This design comes from an exercise in tuning for small area and a short achievable clock period on the open sky130 flow, not from production work.
In this exercise RTL edits were held to simulation tests only and were not proved equivalent to the original.

==> design/flow/config.mk <==
export PLATFORM = sky130hd
export DESIGN_NAME = Butterfly_Unit
export DESIGN_NICKNAME = Butterfly_Unit
export VERILOG_FILES = /design/flow/design.v
export SDC_FILE = /design/flow/constraint.sdc
export NUM_CORES = 4
export LEC_CHECK = 0
export CAP_MARGIN = 20
export CELL_PAD_IN_SITES_DETAIL_PLACEMENT = 0
export CELL_PAD_IN_SITES_GLOBAL_PLACEMENT = 0
export CORE_MARGIN = 2
export CORE_UTILIZATION = 55
export SETUP_SLACK_MARGIN = 3.0
export SLEW_MARGIN = 20
export TNS_END_PERCENT = 0
==> design/flow/constraint.sdc <==
create_clock -name core_clock -period 6.5 [get_ports {clk}]
set_input_delay 1.3000 -clock core_clock [delete_from_list [all_inputs] [get_ports {clk}]]
set_output_delay 1.3000 -clock core_clock [all_outputs]
set_load 0.01 [all_outputs]
==> design/flow/design.v <==
module Mul12_CS (
    input  [11:0] a,
    input  [11:0] b,
    output [23:0] x,
    output [23:0] y
);
    wire s1, c1, s2, c2, s3, c3, s4, c4, s5, c5, s6, c6, s7, c7, s8, c8;
    wire s9, c9, s10, c10, s11, c11, s12, c12, s13, c13, s14, c14, s15, c15, s16, c16;
    wire s17, c17, s18, c18, s19, c19, s20, c20, s21, c21, s22, c22, s23, c23, s24, c24;
    wire s25, c25, s26, c26, s27, c27, s28, c28, s29, c29, s30, c30, s31, c31, s32, c32;
    wire s33, c33, s34, c34, s35, c35, s36, c36, s37, c37, s38, c38, s39, c39, s40, c40;
    wire s41, c41, s42, c42, s43, c43, s44, c44, s45, c45, s46, c46, s47, c47, s48, c48;
    wire s49, c49, s50, c50, s51, c51, s52, c52, s53, c53, s54, c54, s55, c55, s56, c56;
    wire s57, c57, s58, c58, s59, c59, s60, c60, s61, c61, s62, c62, s63, c63, s64, c64;
    wire s65, c65, s66, c66, s67, c67, s68, c68, s69, c69, s70, c70, s71, c71, s72, c72;
    wire s73, c73, s74, c74, s75, c75, s76, c76, s77, c77, s78, c78, s79, c79, s80, c80;
    wire s81, c81, s82, c82, s83, c83, s84, c84, s85, c85, s86, c86, s87, c87, s88, c88;
    wire s89, c89, s90, c90, s91, c91, s92, c92, s93, c93, s94, c94, s95, c95, s96, c96;
    wire s97, c97, s98, c98, s99, c99, s100, c100, s101, c101, s102, c102, s103, c103, s104, c104;
    wire s105, c105, s106, c106, s107, c107, s108, c108, s109, c109, s110, c110;
    assign s1 = ~((~(a[0] & b[9])) ^ (~(a[1] & b[8])));
    assign c1 = (~(a[0] & b[9])) | (~(a[1] & b[8]));
    assign {c2, s2} = {1'b0, (~(a[0] & b[10]))} + {1'b0, (~(a[1] & b[9]))} + {1'b0, (~(a[2] & b[8]))};
    assign s3 = ~((~(a[3] & b[7])) ^ (~(a[4] & b[6])));
    assign c3 = (~(a[3] & b[7])) | (~(a[4] & b[6]));
    assign {c4, s4} = {1'b0, (~(a[0] & b[11]))} + {1'b0, (~(a[1] & b[10]))} + {1'b0, (~(a[2] & b[9]))};
    assign {c5, s5} = {1'b0, (~(a[3] & b[8]))} + {1'b0, (~(a[4] & b[7]))} + {1'b0, (~(a[5] & b[6]))};
    assign s6 = ~((~(a[6] & b[5])) ^ (~(a[7] & b[4])));
    assign c6 = (~(a[6] & b[5])) | (~(a[7] & b[4]));
    assign {c7, s7} = {1'b0, (~(a[1] & b[11]))} + {1'b0, (~(a[2] & b[10]))} + {1'b0, (~(a[3] & b[9]))};
    assign {c8, s8} = {1'b0, (~(a[4] & b[8]))} + {1'b0, (~(a[5] & b[7]))} + {1'b0, (~(a[6] & b[6]))};
    assign s9 = ~((~(a[7] & b[5])) ^ (~(a[8] & b[4])));
    assign c9 = (~(a[7] & b[5])) | (~(a[8] & b[4]));
    assign {c10, s10} = {1'b0, (~(a[2] & b[11]))} + {1'b0, (~(a[3] & b[10]))} + {1'b0, (~(a[4] & b[9]))};
    assign {c11, s11} = {1'b0, (~(a[5] & b[8]))} + {1'b0, (~(a[6] & b[7]))} + {1'b0, (~(a[7] & b[6]))};
    assign {c12, s12} = {1'b0, (~(a[3] & b[11]))} + {1'b0, (~(a[4] & b[10]))} + {1'b0, (~(a[5] & b[9]))};
    assign s13 = ~((~(a[0] & b[6])) ^ (~(a[1] & b[5])));
    assign c13 = (~(a[0] & b[6])) | (~(a[1] & b[5]));
    assign {c14, s14} = {1'b0, (~(a[0] & b[7]))} + {1'b0, (~(a[1] & b[6]))} + {1'b0, (~(a[2] & b[5]))};
    assign s15 = ~((~(a[3] & b[4])) ^ (~(a[4] & b[3])));
    assign c15 = (~(a[3] & b[4])) | (~(a[4] & b[3]));
    assign {c16, s16} = {1'b0, (~(a[0] & b[8]))} + {1'b0, (~(a[1] & b[7]))} + {1'b0, (~(a[2] & b[6]))};
    assign {c17, s17} = {1'b0, (~(a[3] & b[5]))} + {1'b0, (~(a[4] & b[4]))} + {1'b0, (~(a[5] & b[3]))};
    assign s18 = ~((~(a[6] & b[2])) ^ (~(a[7] & b[1])));
    assign c18 = (~(a[6] & b[2])) | (~(a[7] & b[1]));
    assign {c19, s19} = {1'b0, s1} + {1'b0, (~(a[2] & b[7]))} + {1'b0, (~(a[3] & b[6]))};
    assign {c20, s20} = {1'b0, (~(a[4] & b[5]))} + {1'b0, (~(a[5] & b[4]))} + {1'b0, (~(a[6] & b[3]))};
    assign {c21, s21} = {1'b0, (~(a[7] & b[2]))} + {1'b0, (~(a[8] & b[1]))} + {1'b0, (~(a[9] & b[0]))};
    assign {c22, s22} = {1'b0, s2} + {1'b0, s3} + {1'b0, (~(a[5] & b[5]))};
    assign {c23, s23} = {1'b0, (~(a[6] & b[4]))} + {1'b0, (~(a[7] & b[3]))} + {1'b0, (~(a[8] & b[2]))};
    assign {c24, s24} = {1'b0, (~(a[9] & b[1]))} + {1'b0, (~(a[10] & b[0]))} + {1'b0, c1};
    assign {c25, s25} = {1'b0, s4} + {1'b0, s5} + {1'b0, s6};
    assign {c26, s26} = {1'b0, (~(a[8] & b[3]))} + {1'b0, (~(a[9] & b[2]))} + {1'b0, (~(a[10] & b[1]))};
    assign {c27, s27} = {1'b0, (~(a[11] & b[0]))} + {1'b0, c2} + {1'b0, c3};
    assign {c28, s28} = {1'b0, s7} + {1'b0, s8} + {1'b0, s9};
    assign {c29, s29} = {1'b0, (~(a[9] & b[3]))} + {1'b0, (~(a[10] & b[2]))} + {1'b0, (~(a[11] & b[1]))};
    assign {c30, s30} = {1'b0, c4} + {1'b0, c5} + {1'b0, c6};
    assign {c31, s31} = {1'b0, s10} + {1'b0, s11} + {1'b0, (~(a[8] & b[5]))};
    assign {c32, s32} = {1'b0, (~(a[9] & b[4]))} + {1'b0, (~(a[10] & b[3]))} + {1'b0, (~(a[11] & b[2]))};
    assign {c33, s33} = {1'b0, c7} + {1'b0, c8} + {1'b0, c9};
    assign {c34, s34} = {1'b0, s12} + {1'b0, (~(a[6] & b[8]))} + {1'b0, (~(a[7] & b[7]))};
    assign {c35, s35} = {1'b0, (~(a[8] & b[6]))} + {1'b0, (~(a[9] & b[5]))} + {1'b0, (~(a[10] & b[4]))};
    assign {c36, s36} = {1'b0, (~(a[11] & b[3]))} + {1'b0, c10} + {1'b0, c11};
    assign {c37, s37} = {1'b0, (~(a[4] & b[11]))} + {1'b0, (~(a[5] & b[10]))} + {1'b0, (~(a[6] & b[9]))};
    assign {c38, s38} = {1'b0, (~(a[7] & b[8]))} + {1'b0, (~(a[8] & b[7]))} + {1'b0, (~(a[9] & b[6]))};
    assign {c39, s39} = {1'b0, (~(a[10] & b[5]))} + {1'b0, (~(a[11] & b[4]))} + {1'b0, c12};
    assign {c40, s40} = {1'b0, (~(a[5] & b[11]))} + {1'b0, (~(a[6] & b[10]))} + {1'b0, (~(a[7] & b[9]))};
    assign {c41, s41} = {1'b0, (~(a[8] & b[8]))} + {1'b0, (~(a[9] & b[7]))} + {1'b0, (~(a[10] & b[6]))};
    assign {c42, s42} = {1'b0, (~(a[6] & b[11]))} + {1'b0, (~(a[7] & b[10]))} + {1'b0, (~(a[8] & b[9]))};
    assign s43 = ~((~(a[0] & b[4])) ^ (~(a[1] & b[3])));
    assign c43 = (~(a[0] & b[4])) | (~(a[1] & b[3]));
    assign {c44, s44} = {1'b0, (~(a[0] & b[5]))} + {1'b0, (~(a[1] & b[4]))} + {1'b0, (~(a[2] & b[3]))};
    assign s45 = ~((~(a[3] & b[2])) ^ (~(a[4] & b[1])));
    assign c45 = (~(a[3] & b[2])) | (~(a[4] & b[1]));
    assign {c46, s46} = {1'b0, s13} + {1'b0, (~(a[2] & b[4]))} + {1'b0, (~(a[3] & b[3]))};
    assign {c47, s47} = {1'b0, (~(a[4] & b[2]))} + {1'b0, (~(a[5] & b[1]))} + {1'b0, (~(a[6] & b[0]))};
    assign {c48, s48} = {1'b0, s14} + {1'b0, s15} + {1'b0, (~(a[5] & b[2]))};
    assign {c49, s49} = {1'b0, (~(a[6] & b[1]))} + {1'b0, (~(a[7] & b[0]))} + {1'b0, c13};
    assign {c50, s50} = {1'b0, s16} + {1'b0, s17} + {1'b0, s18};
    assign {c51, s51} = {1'b0, (~(a[8] & b[0]))} + {1'b0, c14} + {1'b0, c15};
    assign {c52, s52} = {1'b0, s19} + {1'b0, s20} + {1'b0, s21};
    assign {c53, s53} = {1'b0, c16} + {1'b0, c17} + {1'b0, c18};
    assign {c54, s54} = {1'b0, s22} + {1'b0, s23} + {1'b0, s24};
    assign {c55, s55} = {1'b0, c19} + {1'b0, c20} + {1'b0, c21};
    assign {c56, s56} = {1'b0, s25} + {1'b0, s26} + {1'b0, s27};
    assign {c57, s57} = {1'b0, c22} + {1'b0, c23} + {1'b0, c24};
    assign {c58, s58} = {1'b0, s28} + {1'b0, s29} + {1'b0, s30};
    assign {c59, s59} = {1'b0, c25} + {1'b0, c26} + {1'b0, c27};
    assign {c60, s60} = {1'b0, s31} + {1'b0, s32} + {1'b0, s33};
    assign {c61, s61} = {1'b0, c28} + {1'b0, c29} + {1'b0, c30};
    assign {c62, s62} = {1'b0, s34} + {1'b0, s35} + {1'b0, s36};
    assign {c63, s63} = {1'b0, c31} + {1'b0, c32} + {1'b0, c33};
    assign {c64, s64} = {1'b0, s37} + {1'b0, s38} + {1'b0, s39};
    assign {c65, s65} = {1'b0, c34} + {1'b0, c35} + {1'b0, c36};
    assign {c66, s66} = {1'b0, s40} + {1'b0, s41} + {1'b0, (~(a[11] & b[5]))};
    assign {c67, s67} = {1'b0, c37} + {1'b0, c38} + {1'b0, c39};
    assign {c68, s68} = {1'b0, s42} + {1'b0, (~(a[9] & b[8]))} + {1'b0, (~(a[10] & b[7]))};
    assign {c69, s69} = {1'b0, (~(a[11] & b[6]))} + {1'b0, c40} + {1'b0, c41};
    assign {c70, s70} = {1'b0, (~(a[7] & b[11]))} + {1'b0, (~(a[8] & b[10]))} + {1'b0, (~(a[9] & b[9]))};
    assign {c71, s71} = {1'b0, (~(a[10] & b[8]))} + {1'b0, (~(a[11] & b[7]))} + {1'b0, c42};
    assign {c72, s72} = {1'b0, (~(a[8] & b[11]))} + {1'b0, (~(a[9] & b[10]))} + {1'b0, (~(a[10] & b[9]))};
    assign s73 = ~((~(a[0] & b[3])) ^ (~(a[1] & b[2])));
    assign c73 = (~(a[0] & b[3])) | (~(a[1] & b[2]));
    assign {c74, s74} = {1'b0, s43} + {1'b0, (~(a[2] & b[2]))} + {1'b0, (~(a[3] & b[1]))};
    assign {c75, s75} = {1'b0, s44} + {1'b0, s45} + {1'b0, (~(a[5] & b[0]))};
    assign {c76, s76} = {1'b0, s46} + {1'b0, s47} + {1'b0, c44};
    assign {c77, s77} = {1'b0, s48} + {1'b0, s49} + {1'b0, c46};
    assign {c78, s78} = {1'b0, s50} + {1'b0, s51} + {1'b0, c48};
    assign {c79, s79} = {1'b0, s52} + {1'b0, s53} + {1'b0, c50};
    assign {c80, s80} = {1'b0, s54} + {1'b0, s55} + {1'b0, c52};
    assign {c81, s81} = {1'b0, s56} + {1'b0, s57} + {1'b0, c54};
    assign {c82, s82} = {1'b0, s58} + {1'b0, s59} + {1'b0, c56};
    assign {c83, s83} = {1'b0, s60} + {1'b0, s61} + {1'b0, c58};
    assign {c84, s84} = {1'b0, s62} + {1'b0, s63} + {1'b0, c60};
    assign {c85, s85} = {1'b0, s64} + {1'b0, s65} + {1'b0, c62};
    assign {c86, s86} = {1'b0, s66} + {1'b0, s67} + {1'b0, c64};
    assign {c87, s87} = {1'b0, s68} + {1'b0, s69} + {1'b0, c66};
    assign {c88, s88} = {1'b0, s70} + {1'b0, s71} + {1'b0, c68};
    assign {c89, s89} = {1'b0, s72} + {1'b0, (~(a[11] & b[8]))} + {1'b0, c70};
    assign {c90, s90} = {1'b0, (~(a[9] & b[11]))} + {1'b0, (~(a[10] & b[10]))} + {1'b0, (~(a[11] & b[9]))};
    assign s91 = ~((~(a[0] & b[2])) ^ (~(a[1] & b[1])));
    assign c91 = (~(a[0] & b[2])) | (~(a[1] & b[1]));
    assign {c92, s92} = {1'b0, s73} + {1'b0, (~(a[2] & b[1]))} + {1'b0, (~(a[3] & b[0]))};
    assign {c93, s93} = {1'b0, s74} + {1'b0, (~(a[4] & b[0]))} + {1'b0, c73};
    assign {c94, s94} = {1'b0, s75} + {1'b0, c43} + {1'b0, c74};
    assign {c95, s95} = {1'b0, s76} + {1'b0, c45} + {1'b0, c75};
    assign {c96, s96} = {1'b0, s77} + {1'b0, c47} + {1'b0, c76};
    assign {c97, s97} = {1'b0, s78} + {1'b0, c49} + {1'b0, c77};
    assign {c98, s98} = {1'b0, s79} + {1'b0, c51} + {1'b0, c78};
    assign {c99, s99} = {1'b0, s80} + {1'b0, c53} + {1'b0, c79};
    assign {c100, s100} = {1'b0, s81} + {1'b0, c55} + {1'b0, c80};
    assign {c101, s101} = {1'b0, s82} + {1'b0, c57} + {1'b0, c81};
    assign {c102, s102} = {1'b0, s83} + {1'b0, c59} + {1'b0, c82};
    assign {c103, s103} = {1'b0, s84} + {1'b0, c61} + {1'b0, c83};
    assign {c104, s104} = {1'b0, s85} + {1'b0, c63} + {1'b0, c84};
    assign {c105, s105} = {1'b0, s86} + {1'b0, c65} + {1'b0, c85};
    assign {c106, s106} = {1'b0, s87} + {1'b0, c67} + {1'b0, c86};
    assign {c107, s107} = {1'b0, s88} + {1'b0, c69} + {1'b0, c87};
    assign {c108, s108} = {1'b0, s89} + {1'b0, c71} + {1'b0, c88};
    assign {c109, s109} = {1'b0, s90} + {1'b0, c72} + {1'b0, c89};
    assign {c110, s110} = {1'b0, (~(a[10] & b[11]))} + {1'b0, (~(a[11] & b[10]))} + {1'b0, c90};
    assign x = ~{1'b1, (~(a[11] & b[11])), s110, s109, s108, s107, s106, s105, s104, s103, s102, s101, s100, s99, s98, s97, s96, s95, s94, s93, s92, s91, (~(a[0] & b[1])), (~(a[0] & b[0]))};
    assign y = ~{1'b1, c110, c109, c108, c107, c106, c105, c104, c103, c102, c101, c100, c99, c98, c97, c96, c95, c94, c93, c92, c91, (~(a[2] & b[0])), (~(a[1] & b[0])), 1'b1};
endmodule
module Tab_P11 (input [3:0] h, output [12:0] t);
    assign t[0] = (~h[3] & ~h[2] & ~h[1] & ~h[0]) | (~h[3] & ~h[2] & ~h[1] & h[0]) | (~h[3] & ~h[2] & h[1] & h[0]) | (~h[3] & h[2] & ~h[1] & ~h[0]) | (~h[3] & h[2] & h[1] & h[0]) | (h[3] & ~h[2] & h[1] & ~h[0]) | (h[3] & ~h[2] & h[1] & h[0]) | (h[3] & h[2] & ~h[1] & h[0]) | (h[3] & h[2] & h[1] & ~h[0]);
    assign t[1] = (~h[3] & ~h[2] & h[1] & h[0]) | (~h[3] & h[2] & ~h[1] & ~h[0]) | (~h[3] & h[2] & ~h[1] & h[0]) | (~h[3] & h[2] & h[1] & ~h[0]) | (h[3] & ~h[2] & h[1] & ~h[0]) | (h[3] & ~h[2] & h[1] & h[0]) | (h[3] & h[2] & ~h[1] & ~h[0]);
    assign t[2] = (~h[3] & ~h[2] & h[1] & h[0]) | (~h[3] & h[2] & ~h[1] & ~h[0]) | (~h[3] & h[2] & ~h[1] & h[0]) | (~h[3] & h[2] & h[1] & ~h[0]) | (~h[3] & h[2] & h[1] & h[0]) | (h[3] & ~h[2] & ~h[1] & ~h[0]) | (h[3] & ~h[2] & ~h[1] & h[0]);
    assign t[3] = (~h[3] & ~h[2] & h[1] & h[0]) | (~h[3] & h[2] & ~h[1] & ~h[0]) | (~h[3] & h[2] & ~h[1] & h[0]) | (~h[3] & h[2] & h[1] & ~h[0]) | (~h[3] & h[2] & h[1] & h[0]) | (h[3] & ~h[2] & ~h[1] & ~h[0]) | (h[3] & ~h[2] & ~h[1] & h[0]) | (h[3] & ~h[2] & h[1] & ~h[0]) | (h[3] & ~h[2] & h[1] & h[0]) | (h[3] & h[2] & ~h[1] & ~h[0]) | (h[3] & h[2] & ~h[1] & h[0]) | (h[3] & h[2] & h[1] & ~h[0]) | (h[3] & h[2] & h[1] & h[0]);
    assign t[4] = (~h[3] & ~h[2] & h[1] & h[0]) | (~h[3] & h[2] & ~h[1] & ~h[0]) | (~h[3] & h[2] & ~h[1] & h[0]) | (~h[3] & h[2] & h[1] & ~h[0]) | (~h[3] & h[2] & h[1] & h[0]) | (h[3] & ~h[2] & ~h[1] & ~h[0]) | (h[3] & ~h[2] & ~h[1] & h[0]) | (h[3] & ~h[2] & h[1] & ~h[0]) | (h[3] & ~h[2] & h[1] & h[0]) | (h[3] & h[2] & ~h[1] & ~h[0]) | (h[3] & h[2] & ~h[1] & h[0]) | (h[3] & h[2] & h[1] & ~h[0]) | (h[3] & h[2] & h[1] & h[0]);
    assign t[5] = (~h[3] & ~h[2] & h[1] & h[0]) | (~h[3] & h[2] & ~h[1] & ~h[0]) | (~h[3] & h[2] & ~h[1] & h[0]) | (~h[3] & h[2] & h[1] & ~h[0]) | (~h[3] & h[2] & h[1] & h[0]) | (h[3] & ~h[2] & ~h[1] & ~h[0]) | (h[3] & ~h[2] & ~h[1] & h[0]) | (h[3] & ~h[2] & h[1] & ~h[0]) | (h[3] & ~h[2] & h[1] & h[0]) | (h[3] & h[2] & ~h[1] & ~h[0]) | (h[3] & h[2] & ~h[1] & h[0]) | (h[3] & h[2] & h[1] & ~h[0]) | (h[3] & h[2] & h[1] & h[0]);
    assign t[6] = (~h[3] & ~h[2] & h[1] & h[0]) | (~h[3] & h[2] & ~h[1] & ~h[0]) | (~h[3] & h[2] & ~h[1] & h[0]) | (~h[3] & h[2] & h[1] & ~h[0]) | (~h[3] & h[2] & h[1] & h[0]) | (h[3] & ~h[2] & ~h[1] & ~h[0]) | (h[3] & ~h[2] & ~h[1] & h[0]) | (h[3] & ~h[2] & h[1] & ~h[0]) | (h[3] & ~h[2] & h[1] & h[0]) | (h[3] & h[2] & ~h[1] & ~h[0]) | (h[3] & h[2] & ~h[1] & h[0]) | (h[3] & h[2] & h[1] & ~h[0]) | (h[3] & h[2] & h[1] & h[0]);
    assign t[7] = (~h[3] & ~h[2] & h[1] & h[0]) | (~h[3] & h[2] & ~h[1] & ~h[0]) | (~h[3] & h[2] & ~h[1] & h[0]) | (~h[3] & h[2] & h[1] & ~h[0]) | (~h[3] & h[2] & h[1] & h[0]) | (h[3] & ~h[2] & ~h[1] & ~h[0]) | (h[3] & ~h[2] & ~h[1] & h[0]) | (h[3] & ~h[2] & h[1] & ~h[0]) | (h[3] & ~h[2] & h[1] & h[0]) | (h[3] & h[2] & ~h[1] & ~h[0]) | (h[3] & h[2] & ~h[1] & h[0]) | (h[3] & h[2] & h[1] & ~h[0]) | (h[3] & h[2] & h[1] & h[0]);
    assign t[8] = (~h[3] & ~h[2] & ~h[1] & ~h[0]) | (~h[3] & ~h[2] & ~h[1] & h[0]) | (~h[3] & h[2] & ~h[1] & h[0]) | (~h[3] & h[2] & h[1] & ~h[0]) | (h[3] & ~h[2] & ~h[1] & ~h[0]) | (h[3] & ~h[2] & ~h[1] & h[0]) | (h[3] & h[2] & ~h[1] & ~h[0]) | (h[3] & h[2] & h[1] & h[0]);
    assign t[9] = (~h[3] & ~h[2] & h[1] & h[0]) | (~h[3] & h[2] & ~h[1] & ~h[0]) | (h[3] & ~h[2] & ~h[1] & ~h[0]) | (h[3] & ~h[2] & ~h[1] & h[0]) | (h[3] & ~h[2] & h[1] & ~h[0]) | (h[3] & ~h[2] & h[1] & h[0]) | (h[3] & h[2] & h[1] & h[0]);
    assign t[10] = (~h[3] & ~h[2] & ~h[1] & ~h[0]) | (~h[3] & ~h[2] & ~h[1] & h[0]) | (~h[3] & h[2] & ~h[1] & h[0]) | (~h[3] & h[2] & h[1] & ~h[0]) | (h[3] & ~h[2] & h[1] & ~h[0]) | (h[3] & ~h[2] & h[1] & h[0]) | (h[3] & h[2] & ~h[1] & h[0]) | (h[3] & h[2] & h[1] & ~h[0]) | (h[3] & h[2] & h[1] & h[0]);
    assign t[11] = (~h[3] & ~h[2] & ~h[1] & ~h[0]) | (~h[3] & ~h[2] & h[1] & h[0]) | (~h[3] & h[2] & ~h[1] & h[0]) | (h[3] & ~h[2] & ~h[1] & ~h[0]) | (h[3] & ~h[2] & h[1] & ~h[0]) | (h[3] & h[2] & ~h[1] & h[0]) | (h[3] & h[2] & h[1] & h[0]);
    assign t[12] = (~h[3] & ~h[2] & ~h[1] & h[0]) | (~h[3] & ~h[2] & h[1] & ~h[0]) | (~h[3] & h[2] & ~h[1] & ~h[0]) | (~h[3] & h[2] & h[1] & ~h[0]) | (~h[3] & h[2] & h[1] & h[0]) | (h[3] & ~h[2] & ~h[1] & h[0]) | (h[3] & ~h[2] & h[1] & h[0]) | (h[3] & h[2] & ~h[1] & ~h[0]) | (h[3] & h[2] & h[1] & ~h[0]);
endmodule
module Tab_P15 (input [3:0] h, output [12:0] t);
    assign t[0] = (~h[3] & ~h[2] & ~h[1] & ~h[0]) | (~h[3] & ~h[2] & ~h[1] & h[0]) | (~h[3] & ~h[2] & h[1] & ~h[0]) | (~h[3] & ~h[2] & h[1] & h[0]) | (~h[3] & h[2] & ~h[1] & ~h[0]) | (h[3] & ~h[2] & h[1] & h[0]) | (h[3] & h[2] & ~h[1] & ~h[0]) | (h[3] & h[2] & ~h[1] & h[0]) | (h[3] & h[2] & h[1] & ~h[0]) | (h[3] & h[2] & h[1] & h[0]);
    assign t[1] = (~h[3] & ~h[2] & ~h[1] & h[0]) | (~h[3] & ~h[2] & h[1] & h[0]) | (~h[3] & h[2] & h[1] & ~h[0]) | (h[3] & ~h[2] & ~h[1] & ~h[0]) | (h[3] & ~h[2] & h[1] & ~h[0]) | (h[3] & h[2] & ~h[1] & ~h[0]) | (h[3] & h[2] & h[1] & ~h[0]);
    assign t[2] = (~h[3] & ~h[2] & ~h[1] & h[0]) | (~h[3] & ~h[2] & h[1] & ~h[0]) | (~h[3] & h[2] & h[1] & ~h[0]) | (~h[3] & h[2] & h[1] & h[0]) | (h[3] & ~h[2] & h[1] & ~h[0]) | (h[3] & ~h[2] & h[1] & h[0]) | (h[3] & h[2] & h[1] & ~h[0]) | (h[3] & h[2] & h[1] & h[0]);
    assign t[3] = (~h[3] & ~h[2] & h[1] & ~h[0]) | (~h[3] & h[2] & ~h[1] & ~h[0]) | (~h[3] & h[2] & h[1] & h[0]) | (h[3] & ~h[2] & ~h[1] & h[0]) | (h[3] & ~h[2] & h[1] & ~h[0]) | (h[3] & h[2] & ~h[1] & ~h[0]) | (h[3] & h[2] & h[1] & h[0]);
    assign t[4] = (~h[3] & ~h[2] & ~h[1] & h[0]) | (~h[3] & h[2] & ~h[1] & ~h[0]) | (~h[3] & h[2] & ~h[1] & h[0]) | (~h[3] & h[2] & h[1] & h[0]) | (h[3] & ~h[2] & ~h[1] & ~h[0]) | (h[3] & ~h[2] & h[1] & ~h[0]) | (h[3] & ~h[2] & h[1] & h[0]) | (h[3] & h[2] & h[1] & ~h[0]);
    assign t[5] = (~h[3] & ~h[2] & ~h[1] & h[0]) | (~h[3] & ~h[2] & h[1] & ~h[0]) | (~h[3] & ~h[2] & h[1] & h[0]) | (~h[3] & h[2] & h[1] & h[0]) | (h[3] & ~h[2] & ~h[1] & ~h[0]) | (h[3] & ~h[2] & ~h[1] & h[0]) | (h[3] & h[2] & h[1] & ~h[0]) | (h[3] & h[2] & h[1] & h[0]);
    assign t[6] = (~h[3] & ~h[2] & ~h[1] & h[0]) | (~h[3] & ~h[2] & h[1] & ~h[0]) | (~h[3] & ~h[2] & h[1] & h[0]) | (~h[3] & h[2] & ~h[1] & ~h[0]) | (~h[3] & h[2] & ~h[1] & h[0]) | (~h[3] & h[2] & h[1] & ~h[0]) | (h[3] & h[2] & h[1] & ~h[0]) | (h[3] & h[2] & h[1] & h[0]);
    assign t[7] = (~h[3] & ~h[2] & ~h[1] & h[0]) | (~h[3] & ~h[2] & h[1] & ~h[0]) | (~h[3] & ~h[2] & h[1] & h[0]) | (~h[3] & h[2] & ~h[1] & ~h[0]) | (~h[3] & h[2] & ~h[1] & h[0]) | (~h[3] & h[2] & h[1] & ~h[0]) | (~h[3] & h[2] & h[1] & h[0]) | (h[3] & ~h[2] & ~h[1] & ~h[0]) | (h[3] & ~h[2] & ~h[1] & h[0]) | (h[3] & ~h[2] & h[1] & ~h[0]) | (h[3] & ~h[2] & h[1] & h[0]) | (h[3] & h[2] & ~h[1] & ~h[0]) | (h[3] & h[2] & ~h[1] & h[0]);
    assign t[8] = (~h[3] & ~h[2] & ~h[1] & ~h[0]) | (~h[3] & h[2] & ~h[1] & h[0]) | (~h[3] & h[2] & h[1] & ~h[0]) | (~h[3] & h[2] & h[1] & h[0]) | (h[3] & ~h[2] & ~h[1] & ~h[0]) | (h[3] & ~h[2] & ~h[1] & h[0]) | (h[3] & ~h[2] & h[1] & ~h[0]);
    assign t[9] = (~h[3] & ~h[2] & ~h[1] & h[0]) | (~h[3] & ~h[2] & h[1] & h[0]) | (~h[3] & h[2] & ~h[1] & h[0]) | (~h[3] & h[2] & h[1] & h[0]) | (h[3] & ~h[2] & ~h[1] & h[0]) | (h[3] & h[2] & ~h[1] & ~h[0]) | (h[3] & h[2] & h[1] & ~h[0]);
    assign t[10] = (~h[3] & ~h[2] & ~h[1] & ~h[0]) | (~h[3] & ~h[2] & h[1] & h[0]) | (~h[3] & h[2] & ~h[1] & ~h[0]) | (~h[3] & h[2] & ~h[1] & h[0]) | (~h[3] & h[2] & h[1] & ~h[0]) | (h[3] & ~h[2] & ~h[1] & h[0]) | (h[3] & ~h[2] & h[1] & ~h[0]) | (h[3] & h[2] & ~h[1] & ~h[0]) | (h[3] & h[2] & ~h[1] & h[0]);
    assign t[11] = (~h[3] & ~h[2] & ~h[1] & ~h[0]) | (~h[3] & ~h[2] & ~h[1] & h[0]) | (~h[3] & ~h[2] & h[1] & ~h[0]) | (~h[3] & h[2] & ~h[1] & h[0]) | (~h[3] & h[2] & h[1] & ~h[0]) | (~h[3] & h[2] & h[1] & h[0]) | (h[3] & ~h[2] & ~h[1] & ~h[0]) | (h[3] & h[2] & ~h[1] & ~h[0]) | (h[3] & h[2] & ~h[1] & h[0]) | (h[3] & h[2] & h[1] & ~h[0]) | (h[3] & h[2] & h[1] & h[0]);
    assign t[12] = (h[3] & ~h[2] & h[1] & h[0]);
endmodule
module Tab_P19 (input [4:0] h, output [13:0] t);
    assign t[0] = (~h[4] & ~h[3] & ~h[2] & ~h[1] & ~h[0]) | (~h[4] & ~h[3] & ~h[2] & h[1] & h[0]) | (~h[4] & ~h[3] & h[2] & ~h[1] & ~h[0]) | (~h[4] & ~h[3] & h[2] & h[1] & h[0]) | (~h[4] & h[3] & ~h[2] & ~h[1] & ~h[0]) | (~h[4] & h[3] & ~h[2] & h[1] & h[0]) | (~h[4] & h[3] & h[2] & ~h[1] & ~h[0]) | (~h[4] & h[3] & h[2] & h[1] & h[0]) | (h[4] & ~h[3] & ~h[2] & ~h[1] & ~h[0]) | (h[4] & ~h[3] & ~h[2] & h[1] & h[0]) | (h[4] & ~h[3] & h[2] & ~h[1] & ~h[0]) | (h[4] & ~h[3] & h[2] & h[1] & ~h[0]) | (h[4] & ~h[3] & h[2] & h[1] & h[0]) | (h[4] & h[3] & ~h[2] & h[1] & ~h[0]) | (h[4] & h[3] & ~h[2] & h[1] & h[0]) | (h[4] & h[3] & h[2] & h[1] & ~h[0]) | (h[4] & h[3] & h[2] & h[1] & h[0]);
    assign t[1] = (~h[4] & ~h[3] & ~h[2] & ~h[1] & ~h[0]) | (~h[4] & ~h[3] & ~h[2] & ~h[1] & h[0]) | (~h[4] & ~h[3] & ~h[2] & h[1] & h[0]) | (~h[4] & ~h[3] & h[2] & h[1] & ~h[0]) | (~h[4] & h[3] & ~h[2] & ~h[1] & ~h[0]) | (~h[4] & h[3] & ~h[2] & ~h[1] & h[0]) | (~h[4] & h[3] & ~h[2] & h[1] & h[0]) | (~h[4] & h[3] & h[2] & h[1] & ~h[0]) | (h[4] & ~h[3] & ~h[2] & ~h[1] & ~h[0]) | (h[4] & ~h[3] & ~h[2] & ~h[1] & h[0]) | (h[4] & ~h[3] & ~h[2] & h[1] & h[0]) | (h[4] & ~h[3] & h[2] & h[1] & ~h[0]) | (h[4] & h[3] & ~h[2] & ~h[1] & h[0]) | (h[4] & h[3] & ~h[2] & h[1] & h[0]) | (h[4] & h[3] & h[2] & ~h[1] & ~h[0]) | (h[4] & h[3] & h[2] & h[1] & ~h[0]);
    assign t[2] = (~h[4] & ~h[3] & ~h[2] & ~h[1] & ~h[0]) | (~h[4] & ~h[3] & ~h[2] & h[1] & ~h[0]) | (~h[4] & ~h[3] & ~h[2] & h[1] & h[0]) | (~h[4] & ~h[3] & h[2] & ~h[1] & h[0]) | (~h[4] & ~h[3] & h[2] & h[1] & ~h[0]) | (~h[4] & h[3] & ~h[2] & ~h[1] & h[0]) | (~h[4] & h[3] & h[2] & ~h[1] & ~h[0]) | (~h[4] & h[3] & h[2] & h[1] & h[0]) | (h[4] & ~h[3] & ~h[2] & ~h[1] & ~h[0]) | (h[4] & ~h[3] & ~h[2] & h[1] & ~h[0]) | (h[4] & ~h[3] & ~h[2] & h[1] & h[0]) | (h[4] & ~h[3] & h[2] & ~h[1] & h[0]) | (h[4] & ~h[3] & h[2] & h[1] & ~h[0]) | (h[4] & h[3] & ~h[2] & ~h[1] & ~h[0]) | (h[4] & h[3] & ~h[2] & ~h[1] & h[0]) | (h[4] & h[3] & h[2] & ~h[1] & ~h[0]) | (h[4] & h[3] & h[2] & h[1] & h[0]);
    assign t[3] = (~h[4] & ~h[3] & ~h[2] & ~h[1] & ~h[0]) | (~h[4] & ~h[3] & h[2] & ~h[1] & ~h[0]) | (~h[4] & ~h[3] & h[2] & ~h[1] & h[0]) | (~h[4] & ~h[3] & h[2] & h[1] & ~h[0]) | (~h[4] & h[3] & ~h[2] & h[1] & ~h[0]) | (~h[4] & h[3] & ~h[2] & h[1] & h[0]) | (~h[4] & h[3] & h[2] & ~h[1] & ~h[0]) | (h[4] & ~h[3] & ~h[2] & ~h[1] & h[0]) | (h[4] & ~h[3] & ~h[2] & h[1] & ~h[0]) | (h[4] & ~h[3] & ~h[2] & h[1] & h[0]) | (h[4] & ~h[3] & h[2] & h[1] & h[0]) | (h[4] & h[3] & ~h[2] & ~h[1] & ~h[0]) | (h[4] & h[3] & ~h[2] & ~h[1] & h[0]) | (h[4] & h[3] & h[2] & ~h[1] & h[0]) | (h[4] & h[3] & h[2] & h[1] & ~h[0]) | (h[4] & h[3] & h[2] & h[1] & h[0]);
    assign t[4] = (~h[4] & ~h[3] & ~h[2] & ~h[1] & ~h[0]) | (~h[4] & ~h[3] & h[2] & h[1] & h[0]) | (~h[4] & h[3] & ~h[2] & ~h[1] & ~h[0]) | (~h[4] & h[3] & ~h[2] & ~h[1] & h[0]) | (~h[4] & h[3] & ~h[2] & h[1] & ~h[0]) | (~h[4] & h[3] & ~h[2] & h[1] & h[0]) | (~h[4] & h[3] & h[2] & ~h[1] & ~h[0]) | (h[4] & ~h[3] & h[2] & ~h[1] & ~h[0]) | (h[4] & ~h[3] & h[2] & ~h[1] & h[0]) | (h[4] & ~h[3] & h[2] & h[1] & ~h[0]) | (h[4] & ~h[3] & h[2] & h[1] & h[0]) | (h[4] & h[3] & ~h[2] & ~h[1] & ~h[0]) | (h[4] & h[3] & ~h[2] & ~h[1] & h[0]);
    assign t[5] = (~h[4] & ~h[3] & ~h[2] & ~h[1] & ~h[0]) | (~h[4] & ~h[3] & ~h[2] & ~h[1] & h[0]) | (~h[4] & ~h[3] & ~h[2] & h[1] & h[0]) | (~h[4] & ~h[3] & h[2] & ~h[1] & h[0]) | (~h[4] & ~h[3] & h[2] & h[1] & h[0]) | (~h[4] & h[3] & ~h[2] & ~h[1] & h[0]) | (~h[4] & h[3] & ~h[2] & h[1] & h[0]) | (~h[4] & h[3] & h[2] & h[1] & ~h[0]) | (h[4] & ~h[3] & ~h[2] & ~h[1] & ~h[0]) | (h[4] & ~h[3] & ~h[2] & h[1] & ~h[0]) | (h[4] & ~h[3] & h[2] & ~h[1] & ~h[0]) | (h[4] & ~h[3] & h[2] & h[1] & ~h[0]) | (h[4] & h[3] & ~h[2] & ~h[1] & ~h[0]) | (h[4] & h[3] & ~h[2] & h[1] & h[0]) | (h[4] & h[3] & h[2] & ~h[1] & h[0]) | (h[4] & h[3] & h[2] & h[1] & h[0]);
    assign t[6] = (~h[4] & ~h[3] & ~h[2] & ~h[1] & ~h[0]) | (~h[4] & ~h[3] & ~h[2] & ~h[1] & h[0]) | (~h[4] & ~h[3] & ~h[2] & h[1] & ~h[0]) | (~h[4] & ~h[3] & h[2] & ~h[1] & h[0]) | (~h[4] & ~h[3] & h[2] & h[1] & ~h[0]) | (~h[4] & h[3] & ~h[2] & ~h[1] & h[0]) | (~h[4] & h[3] & ~h[2] & h[1] & ~h[0]) | (~h[4] & h[3] & h[2] & h[1] & ~h[0]) | (~h[4] & h[3] & h[2] & h[1] & h[0]) | (h[4] & ~h[3] & ~h[2] & h[1] & ~h[0]) | (h[4] & ~h[3] & ~h[2] & h[1] & h[0]) | (h[4] & ~h[3] & h[2] & h[1] & ~h[0]) | (h[4] & ~h[3] & h[2] & h[1] & h[0]) | (h[4] & h[3] & ~h[2] & h[1] & h[0]) | (h[4] & h[3] & h[2] & ~h[1] & ~h[0]) | (h[4] & h[3] & h[2] & h[1] & h[0]);
    assign t[7] = (~h[4] & ~h[3] & ~h[2] & ~h[1] & ~h[0]) | (~h[4] & ~h[3] & ~h[2] & h[1] & ~h[0]) | (~h[4] & ~h[3] & h[2] & ~h[1] & ~h[0]) | (~h[4] & ~h[3] & h[2] & ~h[1] & h[0]) | (~h[4] & ~h[3] & h[2] & h[1] & h[0]) | (~h[4] & h[3] & ~h[2] & h[1] & ~h[0]) | (~h[4] & h[3] & h[2] & ~h[1] & ~h[0]) | (~h[4] & h[3] & h[2] & h[1] & h[0]) | (h[4] & ~h[3] & ~h[2] & ~h[1] & h[0]) | (h[4] & ~h[3] & ~h[2] & h[1] & ~h[0]) | (h[4] & ~h[3] & h[2] & ~h[1] & ~h[0]) | (h[4] & ~h[3] & h[2] & h[1] & h[0]) | (h[4] & h[3] & ~h[2] & ~h[1] & h[0]) | (h[4] & h[3] & h[2] & ~h[1] & ~h[0]) | (h[4] & h[3] & h[2] & h[1] & ~h[0]) | (h[4] & h[3] & h[2] & h[1] & h[0]);
    assign t[8] = (~h[4] & ~h[3] & ~h[2] & ~h[1] & h[0]) | (~h[4] & ~h[3] & ~h[2] & h[1] & h[0]) | (~h[4] & h[3] & ~h[2] & h[1] & ~h[0]) | (~h[4] & h[3] & h[2] & ~h[1] & ~h[0]) | (~h[4] & h[3] & h[2] & h[1] & ~h[0]) | (~h[4] & h[3] & h[2] & h[1] & h[0]) | (h[4] & ~h[3] & ~h[2] & ~h[1] & ~h[0]) | (h[4] & ~h[3] & ~h[2] & ~h[1] & h[0]) | (h[4] & ~h[3] & ~h[2] & h[1] & h[0]) | (h[4] & ~h[3] & h[2] & ~h[1] & h[0]) | (h[4] & ~h[3] & h[2] & h[1] & ~h[0]) | (h[4] & h[3] & ~h[2] & ~h[1] & ~h[0]) | (h[4] & h[3] & ~h[2] & h[1] & ~h[0]) | (h[4] & h[3] & h[2] & h[1] & h[0]);
    assign t[9] = (~h[4] & ~h[3] & ~h[2] & ~h[1] & ~h[0]) | (~h[4] & ~h[3] & ~h[2] & h[1] & ~h[0]) | (~h[4] & ~h[3] & h[2] & ~h[1] & ~h[0]) | (~h[4] & ~h[3] & h[2] & h[1] & ~h[0]) | (~h[4] & h[3] & ~h[2] & ~h[1] & ~h[0]) | (~h[4] & h[3] & h[2] & h[1] & h[0]) | (h[4] & ~h[3] & ~h[2] & ~h[1] & h[0]) | (h[4] & ~h[3] & ~h[2] & h[1] & h[0]) | (h[4] & ~h[3] & h[2] & ~h[1] & h[0]) | (h[4] & ~h[3] & h[2] & h[1] & h[0]) | (h[4] & h[3] & ~h[2] & ~h[1] & h[0]) | (h[4] & h[3] & ~h[2] & h[1] & h[0]) | (h[4] & h[3] & h[2] & ~h[1] & h[0]);
    assign t[10] = (~h[4] & h[3] & h[2] & h[1] & h[0]) | (h[4] & ~h[3] & ~h[2] & ~h[1] & h[0]) | (h[4] & ~h[3] & ~h[2] & h[1] & h[0]) | (h[4] & ~h[3] & h[2] & ~h[1] & h[0]) | (h[4] & ~h[3] & h[2] & h[1] & ~h[0]) | (h[4] & ~h[3] & h[2] & h[1] & h[0]) | (h[4] & h[3] & ~h[2] & ~h[1] & ~h[0]) | (h[4] & h[3] & ~h[2] & ~h[1] & h[0]) | (h[4] & h[3] & ~h[2] & h[1] & ~h[0]) | (h[4] & h[3] & ~h[2] & h[1] & h[0]) | (h[4] & h[3] & h[2] & ~h[1] & ~h[0]) | (h[4] & h[3] & h[2] & ~h[1] & h[0]) | (h[4] & h[3] & h[2] & h[1] & ~h[0]) | (h[4] & h[3] & h[2] & h[1] & h[0]);
    assign t[11] = (~h[4] & ~h[3] & ~h[2] & ~h[1] & h[0]) | (~h[4] & ~h[3] & ~h[2] & h[1] & h[0]) | (~h[4] & ~h[3] & h[2] & ~h[1] & h[0]) | (~h[4] & ~h[3] & h[2] & h[1] & h[0]) | (~h[4] & h[3] & ~h[2] & ~h[1] & h[0]) | (~h[4] & h[3] & ~h[2] & h[1] & h[0]) | (~h[4] & h[3] & h[2] & ~h[1] & h[0]) | (h[4] & ~h[3] & h[2] & h[1] & ~h[0]) | (h[4] & h[3] & ~h[2] & ~h[1] & ~h[0]) | (h[4] & h[3] & ~h[2] & h[1] & ~h[0]) | (h[4] & h[3] & h[2] & ~h[1] & ~h[0]) | (h[4] & h[3] & h[2] & h[1] & ~h[0]);
    assign t[12] = (~h[4] & ~h[3] & ~h[2] & ~h[1] & ~h[0]) | (~h[4] & ~h[3] & ~h[2] & ~h[1] & h[0]) | (~h[4] & ~h[3] & ~h[2] & h[1] & ~h[0]) | (~h[4] & ~h[3] & ~h[2] & h[1] & h[0]) | (~h[4] & ~h[3] & h[2] & ~h[1] & ~h[0]) | (~h[4] & ~h[3] & h[2] & ~h[1] & h[0]) | (~h[4] & ~h[3] & h[2] & h[1] & ~h[0]) | (~h[4] & ~h[3] & h[2] & h[1] & h[0]) | (~h[4] & h[3] & ~h[2] & ~h[1] & ~h[0]) | (~h[4] & h[3] & ~h[2] & ~h[1] & h[0]) | (~h[4] & h[3] & ~h[2] & h[1] & ~h[0]) | (~h[4] & h[3] & ~h[2] & h[1] & h[0]) | (~h[4] & h[3] & h[2] & ~h[1] & ~h[0]) | (~h[4] & h[3] & h[2] & ~h[1] & h[0]) | (~h[4] & h[3] & h[2] & h[1] & ~h[0]) | (~h[4] & h[3] & h[2] & h[1] & h[0]) | (h[4] & ~h[3] & ~h[2] & ~h[1] & ~h[0]) | (h[4] & ~h[3] & ~h[2] & ~h[1] & h[0]) | (h[4] & ~h[3] & ~h[2] & h[1] & ~h[0]) | (h[4] & ~h[3] & ~h[2] & h[1] & h[0]) | (h[4] & ~h[3] & h[2] & ~h[1] & ~h[0]) | (h[4] & ~h[3] & h[2] & ~h[1] & h[0]) | (h[4] & ~h[3] & h[2] & h[1] & ~h[0]) | (h[4] & ~h[3] & h[2] & h[1] & h[0]) | (h[4] & h[3] & ~h[2] & ~h[1] & ~h[0]) | (h[4] & h[3] & ~h[2] & ~h[1] & h[0]) | (h[4] & h[3] & ~h[2] & h[1] & ~h[0]) | (h[4] & h[3] & ~h[2] & h[1] & h[0]) | (h[4] & h[3] & h[2] & ~h[1] & ~h[0]) | (h[4] & h[3] & h[2] & ~h[1] & h[0]) | (h[4] & h[3] & h[2] & h[1] & ~h[0]) | (h[4] & h[3] & h[2] & h[1] & h[0]);
    assign t[13] = (~h[4] & ~h[3] & ~h[2] & ~h[1] & ~h[0]) | (~h[4] & ~h[3] & ~h[2] & ~h[1] & h[0]) | (~h[4] & ~h[3] & ~h[2] & h[1] & ~h[0]) | (~h[4] & ~h[3] & ~h[2] & h[1] & h[0]) | (~h[4] & ~h[3] & h[2] & ~h[1] & ~h[0]) | (~h[4] & ~h[3] & h[2] & ~h[1] & h[0]) | (~h[4] & ~h[3] & h[2] & h[1] & ~h[0]) | (~h[4] & ~h[3] & h[2] & h[1] & h[0]) | (~h[4] & h[3] & ~h[2] & ~h[1] & ~h[0]) | (~h[4] & h[3] & ~h[2] & ~h[1] & h[0]) | (~h[4] & h[3] & ~h[2] & h[1] & ~h[0]) | (~h[4] & h[3] & ~h[2] & h[1] & h[0]) | (~h[4] & h[3] & h[2] & ~h[1] & ~h[0]) | (~h[4] & h[3] & h[2] & ~h[1] & h[0]) | (~h[4] & h[3] & h[2] & h[1] & ~h[0]) | (~h[4] & h[3] & h[2] & h[1] & h[0]) | (h[4] & ~h[3] & ~h[2] & ~h[1] & ~h[0]) | (h[4] & ~h[3] & ~h[2] & ~h[1] & h[0]) | (h[4] & ~h[3] & ~h[2] & h[1] & ~h[0]) | (h[4] & ~h[3] & ~h[2] & h[1] & h[0]) | (h[4] & ~h[3] & h[2] & ~h[1] & ~h[0]) | (h[4] & ~h[3] & h[2] & ~h[1] & h[0]) | (h[4] & ~h[3] & h[2] & h[1] & ~h[0]) | (h[4] & ~h[3] & h[2] & h[1] & h[0]) | (h[4] & h[3] & ~h[2] & ~h[1] & ~h[0]) | (h[4] & h[3] & ~h[2] & ~h[1] & h[0]) | (h[4] & h[3] & ~h[2] & h[1] & ~h[0]) | (h[4] & h[3] & ~h[2] & h[1] & h[0]) | (h[4] & h[3] & h[2] & ~h[1] & ~h[0]) | (h[4] & h[3] & h[2] & ~h[1] & h[0]) | (h[4] & h[3] & h[2] & h[1] & ~h[0]) | (h[4] & h[3] & h[2] & h[1] & h[0]);
endmodule
module CSA #(parameter W = 8) (
    input  [W-1:0] a,
    input  [W-1:0] b,
    input  [W-1:0] c,
    output [W-1:0] s,
    output [W-1:0] y       
);
    wire [W-1:0] maj;
    genvar i;
    generate
        for (i = 0; i < W; i = i + 1) begin : bit_
            assign {maj[i], s[i]} = {1'b0, a[i]} + {1'b0, b[i]} + {1'b0, c[i]};
        end
    endgenerate
    assign y = {maj[W-2:0], 1'b0};
endmodule
module Butterfly_Unit (
    input clk,
    input reset,
    input [1:0] operation,   
    input valid_in,
    input [11:0] a_in,
    input [11:0] b_in,
    input [11:0] zeta,
    output reg [11:0] a_out,
    output reg [11:0] b_out,
    output reg valid_out
);
    localparam [12:0] Q = 13'd3329;
    wire        intt0 = operation[0];
    wire        zero0 = operation[1];
    wire [12:0] d0    = {1'b0, a_in} - {1'b0, b_in};
    wire [12:0] ds0, dc0;
    CSA #(13) csa_d (.a({1'b0, a_in}), .b({1'b1, ~b_in}), .c(13'd3330), .s(ds0), .y(dc0));
    wire [12:0] dq0   = ds0 + dc0;                                   
    wire [11:0] m0    = !intt0 ? b_in : (d0[12] ? dq0[11:0] : d0[11:0]);
    wire [12:0] s0    = {1'b0, a_in & {12{~zero0}}} + {1'b0, b_in & {12{intt0 & ~zero0}}};
    reg [11:0] m1, z1;
    reg [12:0] s1;
    reg        op1;
    reg        v1;
    always @(posedge clk) begin
        m1  <= m0;
        s1  <= s0;
        z1  <= zeta & {12{~zero0}};
        op1 <= intt0;
    end
    wire [23:0] px1, py1;
    Mul12_CS mul (.a(z1), .b(m1), .x(px1), .y(py1));
    reg [23:0] px2, py2;
    reg [12:0] s2;
    reg        op2;
    reg        v2;
    always @(posedge clk) begin
        px2 <= px1;
        py2 <= py1;
        s2  <= s1;
        op2 <= op1;
    end
    wire [12:0] h2 = px2[23:11] + py2[23:11];
    wire [12:0] t0, t1;
    wire [13:0] t2;
    Tab_P11 tab0 (.h(h2[3:0]),  .t(t0));
    Tab_P15 tab1 (.h(h2[7:4]),  .t(t1));
    Tab_P19 tab2 (.h(h2[12:8]), .t(t2));
    wire [13:0] sa, ca, sb, cb, sc, cc;
    CSA #(14) csa_a (.a({3'b000, px2[10:0]}), .b({3'b000, py2[10:0]}), .c({1'b0, t0}), .s(sa), .y(ca));
    CSA #(14) csa_b (.a(sa), .b(ca), .c({1'b0, t1}), .s(sb), .y(cb));
    CSA #(14) csa_c (.a(sb), .b(cb), .c(t2), .s(sc), .y(cc));
    reg [13:0] xs3, xc3;
    reg [12:0] s3;
    reg        op3;
    reg        v3;
    always @(posedge clk) begin
        xs3 <= sc;
        xc3 <= cc;
        s3  <= s2;
        op3 <= op2;
    end
    wire [13:0] x3  = xs3 + xc3;
    wire        ge1 = x3 >= 14'd3329;
    wire        ge2 = x3 >= 14'd6658;
    wire        ge3 = x3 >= 14'd9987;
    wire [11:0] x31 = x3[11:0] + 12'd767;
    wire [11:0] x32 = x3[11:0] + 12'd1534;
    wire [11:0] x33 = x3[11:0] + 12'd2301;
    wire [11:0] r3  = ge3 ? x33 : ge2 ? x32 : ge1 ? x31 : x3[11:0];
    reg [11:0] r4;
    reg [12:0] s4;
    reg        op4;
    reg        v4;
    always @(posedge clk) begin
        r4  <= r3;
        s4  <= s3;
        op4 <= op3;
    end
    wire [11:0] rn4 = r4 & {12{~op4}};
    wire [12:0] t4  = s4 + {1'b0, rn4};                            
    wire        tg4 = t4 >= 13'd3329;
    wire [11:0] tm4 = t4[11:0] + 12'd767;
    wire [11:0] ao4 = tg4 ? tm4 : t4[11:0];
    wire [12:0] u4  = {1'b0, s4[11:0]} - {1'b0, r4};
    wire [11:0] uq4 = u4[11:0] + 12'd3329;
    wire [11:0] bo4 = op4 ? r4 : (u4[12] ? uq4 : u4[11:0]);
    always @(posedge clk) begin
        a_out <= ao4;
        b_out <= bo4;
    end
    always @(posedge clk) begin
        if (reset) begin
            v1 <= 1'b0; v2 <= 1'b0; v3 <= 1'b0; v4 <= 1'b0; valid_out <= 1'b0;
        end else begin
            v1 <= valid_in; v2 <= v1; v3 <= v2; v4 <= v3; valid_out <= v4;
        end
    end
endmodule
==> design/flow/run.sh <==
#!/bin/bash
# synth_recipe.tcl (not shown) runs the flow's synth.tcl, then flattens the netlist and writes it again
# the make line also repeats each setting of config.mk as NAME=value (left out here)
make -C /OpenROAD-flow-scripts/flow DESIGN_CONFIG=/design/flow/config.mk WORK_HOME=/design/flow/orfs CLKGATE_MAP_FILE= SYNTH_SCRIPT=/design/flow/synth_recipe.tcl finish
==> results of run 1 <==
sequential cells by signal (all words and copies together) (netlist names), 12 cells and up:
signal  cells
s4         13
m1         12
xc3        13
py2        22
z1         12
s2         13
px2        23
b_out      12
r4         12
a_out      12
s1         13
xs3        14
s3         13
per-layer routing:
metal	GRT usage [%]	share of wire, %	vias to the layer above
li1	-	-	5345
met1	33.18	46	5169
met2	39.69	48	262
met3	3.384	4.5	58
met4	7.646	2.2	0
met5	0	0	-
critical path, cell delays in order:
cell and delay (ns):
dlygate4sd2_1 0.24, inv_2 0.08, ha_4 0.14, inv_2 0.05, fa_2 0.57, o21bai_1 0.10
a21oi_2 0.19, o21bai_1 0.12, a21oi_2 0.18, o21bai_2 0.12, a2111o_1 0.38, o211ai_1 0.10
mux2i_1 0.11, xor2_1 0.16, mux2i_1 0.13
stage by stage:
stage	utilization [%]	setup WS [ns]	std cells	area (um^2)
CTS	64.07	2.941	1964	16650
finish	65.99	2.907	1988	17150
global placement	59.54	1.387	1907	15470
global route	65.99	2.758	1988	17150
floorplan	-	2.950	1555	14600
detailed placement	59.56	1.347	1907	15480
cell type report:
| type | count | area share [%] |
|---|---|---|
| inverters | 157 | 3.459 |
| well taps | 335 | 2.444 |
| multi-input cells | 1154 | 61.44 |
| clock buffers | 17 | 2.481 |
| clock inverters | 15 | 1.299 |
| flip-flops and latches | 193 | 22.56 |
| repair buffers | 117 | 6.312 |
timing repair:
item / 4_1_cts / 5_1_grt
gates resized for setup: 88 / 86
endpoints found under the hold margin: 0 / 0
pin swaps: 30 / 54
buffers inserted: 25 / 24
setup endpoints to repair: 83 / 84
cell families after synthesis:
logic type	count (synthesis)	share of synthesized area [%]
flops	193	26.69
fa+ha+maj	258	29.87
mux	12	0.8470
other cells	1	0.02590
compound gates	323	14.45
simple gates	460	16.58
buf+inv	208	5.436
xor+xnor	100	6.101
worst paths after layout:
| path | to | slack, ns | cells after the start |
|---|---|---|---|
| max | m1[11] | 2.91 | 15 |
| min | op3 | 0.32 | 0 |
| max reg2reg | xs3[9] | 2.96 | 13 |
| min reg2reg | op3 | 0.32 | 0 |
placed cells by master (no fill, tap or decap), types with 13 or more instances in the layout:
| cell type | synthesis | layout |
|---|---|---|
| clkdlybuf4s50_1 | 0 | 53 |
| fa_1 | 146 | 140 |
| a21oi_2 | 0 | 16 |
| nor2_1 | 104 | 96 |
| clkbuf_16 | 0 | 17 |
| o21a_1 | 17 | 16 |
| nand2_1 | 92 | 88 |
| nor3_1 | 27 | 26 |
| xor2_1 | 36 | 29 |
| a21o_1 | 14 | 14 |
| o21ai_0 | 62 | 54 |
| buf_4 | 1 | 45 |
| inv_1 | 157 | 145 |
| nor2b_1 | 28 | 28 |
| xnor2_1 | 63 | 52 |
| a31oi_1 | 15 | 13 |
| dfxtp_1 | 193 | 189 |
| o211ai_1 | 15 | 15 |
| a21oi_1 | 91 | 73 |
| ha_1 | 112 | 95 |
| and2_1 | 139 | 137 |
==> flow_summary.toml, run 1 <==
[critical_path]
cp_max_fo = 3
path_class = "in2reg"
worst_ep_required_time_ns = 6.88
crit_path_start_kind = "primary input"
end_kind = "register"
arrival_ns = 3.97
startpoint = "b_in[2]"
r2r_start = "py2[11]"

[synthesis]
synth_top_area_cell = "dfxtp_1"
synth_common_cells = "dfxtp_1, inv_1, fa_1"
synth_edf_count = 0
avgSynthCellArea_um2 = 9.310
ys_top_cells_by_area = "dfxtp_1, fa_1, ha_1"
synth.distinct_cells = 70
ys.flop_type = "dfxtp_1"
ys_seq_area_share_pct = 26.69
synth_nets = 1854
syn-cell-area_um2 = 14480
yosys_warnings = 1
synthArstFlopShare_pct = 0
ys_ff_latch = 193
synthCells = 1555
yosysTopAreaCellShare_pct = 26.69
yosys.cell_count.top_type = "dfxtp_1"

[timing]
setup_viol = 0
hold_ws_ns = 0.3194
final_max_slew_viol_count = 0
skew_ns = 0.01449
setup_tns_ns = 0
rsz0062_at_grt = "yes"
tightest_slew_ns = 0.7806
post-route-period-util_pct = 55.28
hold_viol = 0
max-slew-margin-rel_pct = 47.41
clock.fmax_mhz = 278.3
period_needed_ns = 3.593

[die]
initial_core_util_pct = 55.72
io_pins = 66
fp.coreArea_um2 = 25980
die_x_um = 166.2
die_h_um = 166.2
die_area_um2 = 27640
row_count = 59

[global_routing]
grt_usage_pct = 24.13
grt-ovfl-total = 0
grt_pass1_wl_um = 54230
grt_pass1_vias = 10961
grt_max_degree = 31
antenna_found_initial = 0

[cts]
root_buffer = "clkbuf_16"
clkSinkCount = 193
cts_max_path_buffers = 2
postCtsHoldBufs = 0
cts_tree = "yes"
clk_latency_ns = 0.44
cts_inserted_buffers = 17
htree_levels = 4
cts.clk_slew.worst_paths_ns = 0.09

[finish]
fillerInstances = 2168
diodes = 0
nNetsFinal = 1939
area_growth_pct = 18.44
multi_input_area_um2 = 10540
drive_gt1_share_pct = 14.28
seq_area_um2 = 3869

[placed_design]
gp_congestion = 0.8696
post-dp-hpwl_um = 25090
io_buffers = 65

[detailed_routing]
routed_wl_um = 32780
drc = 0
postRouteAntennaNets = 0
wl_per_cell_um = 16.49
dr.pass1.iters = 6
viasPerCell = 5.450
vias = 10834
drt_iter0_drc = 626

[worst_hold_path]
min-delay-start = "op2"
hold_path.class = "reg2reg"

[status]
outcome = "timing/DRC/antenna clean"

[run]
drv_cap = 0
==> inputs of run 2 (changes only) <==
--- a/design/flow/config.mk
+++ b/design/flow/config.mk
@@ -12,3 +12,3 @@
 export CORE_UTILIZATION = 55
-export SETUP_SLACK_MARGIN = 3.0
+export SETUP_SLACK_MARGIN = 2.85
 export SLEW_MARGIN = 20
==> run 2 against run 1 <==
  * First-iteration DRC count decreased by 9.3%
  * Non-clock buffer count unchanged
  * Synthesized cell count is the same
  * Global-route usage decreased by 0.35 points
  * Register-to-register slack worse by 0.02 ns
  * Still clean
  * Die area unchanged
==> flow_summary.toml, run 2 <==
[status]
outcome = "timing/DRC/antenna clean"

[timing]
max-slew-margin-rel_pct = 53.11
setup_viol = 0
post-route-period-util_pct = 55.56
final_max_slew_viol_count = 0
hold_ws_ns = 0.3249
hold_viol = 0
rsz0062_at_grt = "yes"
period_needed_ns = 3.611
clock.fmax_mhz = 276.9
skew_ns = 0.01907
tightest_slew_ns = 0.6983
setup_tns_ns = 0

[synthesis]
synth_common_cells = "dfxtp_1, inv_1, fa_1"
synth_edf_count = 0
ys_top_cells_by_area = "dfxtp_1, fa_1, ha_1"
yosys_warnings = 1
synthArstFlopShare_pct = 0
synth_nets = 1854
syn-cell-area_um2 = 14480
ys.flop_type = "dfxtp_1"
ys_seq_area_share_pct = 26.69
synthCells = 1555
yosys.cell_count.top_type = "dfxtp_1"
synth_top_area_cell = "dfxtp_1"
synth.distinct_cells = 70
yosysTopAreaCellShare_pct = 26.69
ys_ff_latch = 193
avgSynthCellArea_um2 = 9.310

[detailed_routing]
viasPerCell = 5.462
drt_iter0_drc = 568
postRouteAntennaNets = 0
dr.pass1.iters = 5
vias = 10863
routed_wl_um = 32530
drc = 0
wl_per_cell_um = 16.35

[cts]
cts_max_path_buffers = 2
cts_tree = "yes"
cts_inserted_buffers = 17
clkSinkCount = 193
cts.clk_slew.worst_paths_ns = 0.09
htree_levels = 4
clk_latency_ns = 0.45
root_buffer = "clkbuf_16"

[worst_hold_path]
hold_path.class = "reg2reg"
hold_path_depth = 0
min-delay-start = "s2[2]"

[die]
row_count = 59
die_area_um2 = 27640
io_pins = 66
fp.coreArea_um2 = 25980
initial_core_util_pct = 55.72
die_h_um = 166.2
die_x_um = 166.2

[finish]
diodes = 0
final_cell_mix = "dfxtp_1, inv_1, fa_1"
top_regs = "px2 (23), py2 (22), xs3 (14)"
regMostFlops = "px2"
mostFrequentLayoutCell = "dfxtp_1"
nNetsFinal = 1940
area_growth_pct = 17.06
drive_gt1_share_pct = 11.31
largest_register_ff_count = 23

[global_routing]
grt_pass1_vias = 10793
grt_pass1_wl_um = 53660
grt_max_degree = 31
grt_usage_pct = 23.77
antenna_found_initial = 0
grt-ovfl-total = 0

[critical_path]
cp.depth = 19
crit_family = "buffers and inverters"
rr_worst_depth = 14
crit_top_cell = "buf_4"
r2r_start = "s4[0]"
worst_ep_required_time_ns = 6.83
startpoint = "b_in[5]"
arrival_ns = 3.94
crit_path_start_kind = "primary input"
end_kind = "register"
cp_max_fo = 4
cp_cell_sequence = "clkdlybuf4s50_1 > inv_1 > ha_4 > nand2_1 > a21oi_2 > buf_4 > buf_4 > buf_4 > buf_4 > buf_4 > buf_4 > buf_4 > buf_4 > buf_4 > nor2_1 > xor2_1 > nand2_1 > o211ai_1 > o21ai_0"
critPathBufInv = 11
slowest_stage = "clkdlybuf4s50_1"
path_class = "in2reg"
max_stage_delay_ns = 0.44

[placed_design]
gp_congestion = 0.8801
io_buffers = 65
post-dp-hpwl_um = 25110

[run]
drv_cap = 0
## run 2: cell counts after synthesis
No cell type changed its count.
## run 2: area by class of cell
class | instances | area, um^2
Multi-Input combinational cell | 1155 | 10340
Sequential cell | 193 | 3864
Clock inverter | 15 | 240.2
Timing Repair Buffer | 117 | 1067
Clock buffer | 17 | 425.4
Fill cell | 2177 | 9037
Tap cell | 335 | 419.2
Inverter | 157 | 593.1
## run 2: per-stage QoR
stage / instances / instance area (um^2) / utilization, % / setup slack (ns)
floorplan: 1555 / 14500 / - / 2.776
finish: 1989 / 16950 / 65.22 / 2.889
global placement: 1908 / 15390 / 59.24 / 1.221
global route: 1989 / 16950 / 65.22 / 2.740
CTS: 1966 / 16460 / 63.36 / 2.739
detailed placement: 1908 / 15400 / 59.26 / 1.130
## run 2: path summary, 6_finish.rpt
path	endpoint	slack, ns
setup reg to reg	b_out[11]	2.94
hold reg to reg	s3[2]	0.32
hold / removal	s3[2]	0.32
setup / recovery	m1[6]	2.89
## run 2: routing by layer
| metal | wire [um] | up-vias | track usage, % |
|---|---|---|---|
| li1 | - | 5353 | - |
| met5 | 0 | - | 0 |
| met2 | 15580 | 228 | 40.50 |
| met4 | 706 | 0 | 6.672 |
| met1 | 15070 | 5224 | 32.19 |
| met3 | 1164 | 58 | 2.788 |
## run 2: worst register-to-register path: stages, from the launching register on
cell	delay (ns)
dfxtp_1	0.35
inv_1	0.07
ha_1	0.18
inv_1	0.07
fa_1	0.45
a21o_1	0.20
a21oi_1	0.27
o21ai_1	0.12
a21o_1	0.19
a211o_1	0.36
a2111oi_4	0.46
nor2_2	0.17
a211oi_1	0.31
xnor2_1	0.16
mux2i_1	0.10
## run 2: cells by family after synthesis
| kind of cell | share of synthesized area, % |
|---|---|
| other | 0.02590 |
| buffers and inverters | 5.436 |
| AND/OR/NAND/NOR | 16.58 |
| XOR/XNOR | 6.101 |
| adder cells (fa/ha/maj) | 29.87 |
| AO/OA/AOI/OAI | 14.45 |
| flip-flops | 26.69 |
| multiplexers | 0.8470 |
## run 2: repair_timing
action,4_1_cts,5_1_grt
gates cloned,0,1
pin swaps,20,30
setup buffers,26,22
endpoints found under the setup margin,71,66
hold buffers,0,0
resized for setup,61,73

==> afterwards: timing with drivers on the ports <==
The flow's constraints put no driver on any port. The routed layouts listed below were extracted and timed again, unchanged, in two steps.
Step 1 sets driving cells, clkbuf_16 on the clock port and buf_2 on the other inputs (assumed; they add their load-dependent delay and slew).
Step 2 times the ports against the registers' clock, not the clock port: input delays grow and output delays shrink by t, the midpoint of the rising clock arrivals with the driver on.
Slacks: ideal ports / drivers / drivers and shift; pairs: ideal ports / drivers.
run	t, ns	setup slack, ns	slew at the worst register clock pin (ns)
run 1	0.485	2.907 / 2.940 / 2.454	0.09 / 0.09
run 2	0.485	2.889 / 2.916 / 2.431	0.09 / 0.09
After both steps setup and hold are still met in every run listed. For run 2, which loses most, drivers alone change the setup slack by +0.027 ns; drivers and shift together by -0.458 ns.
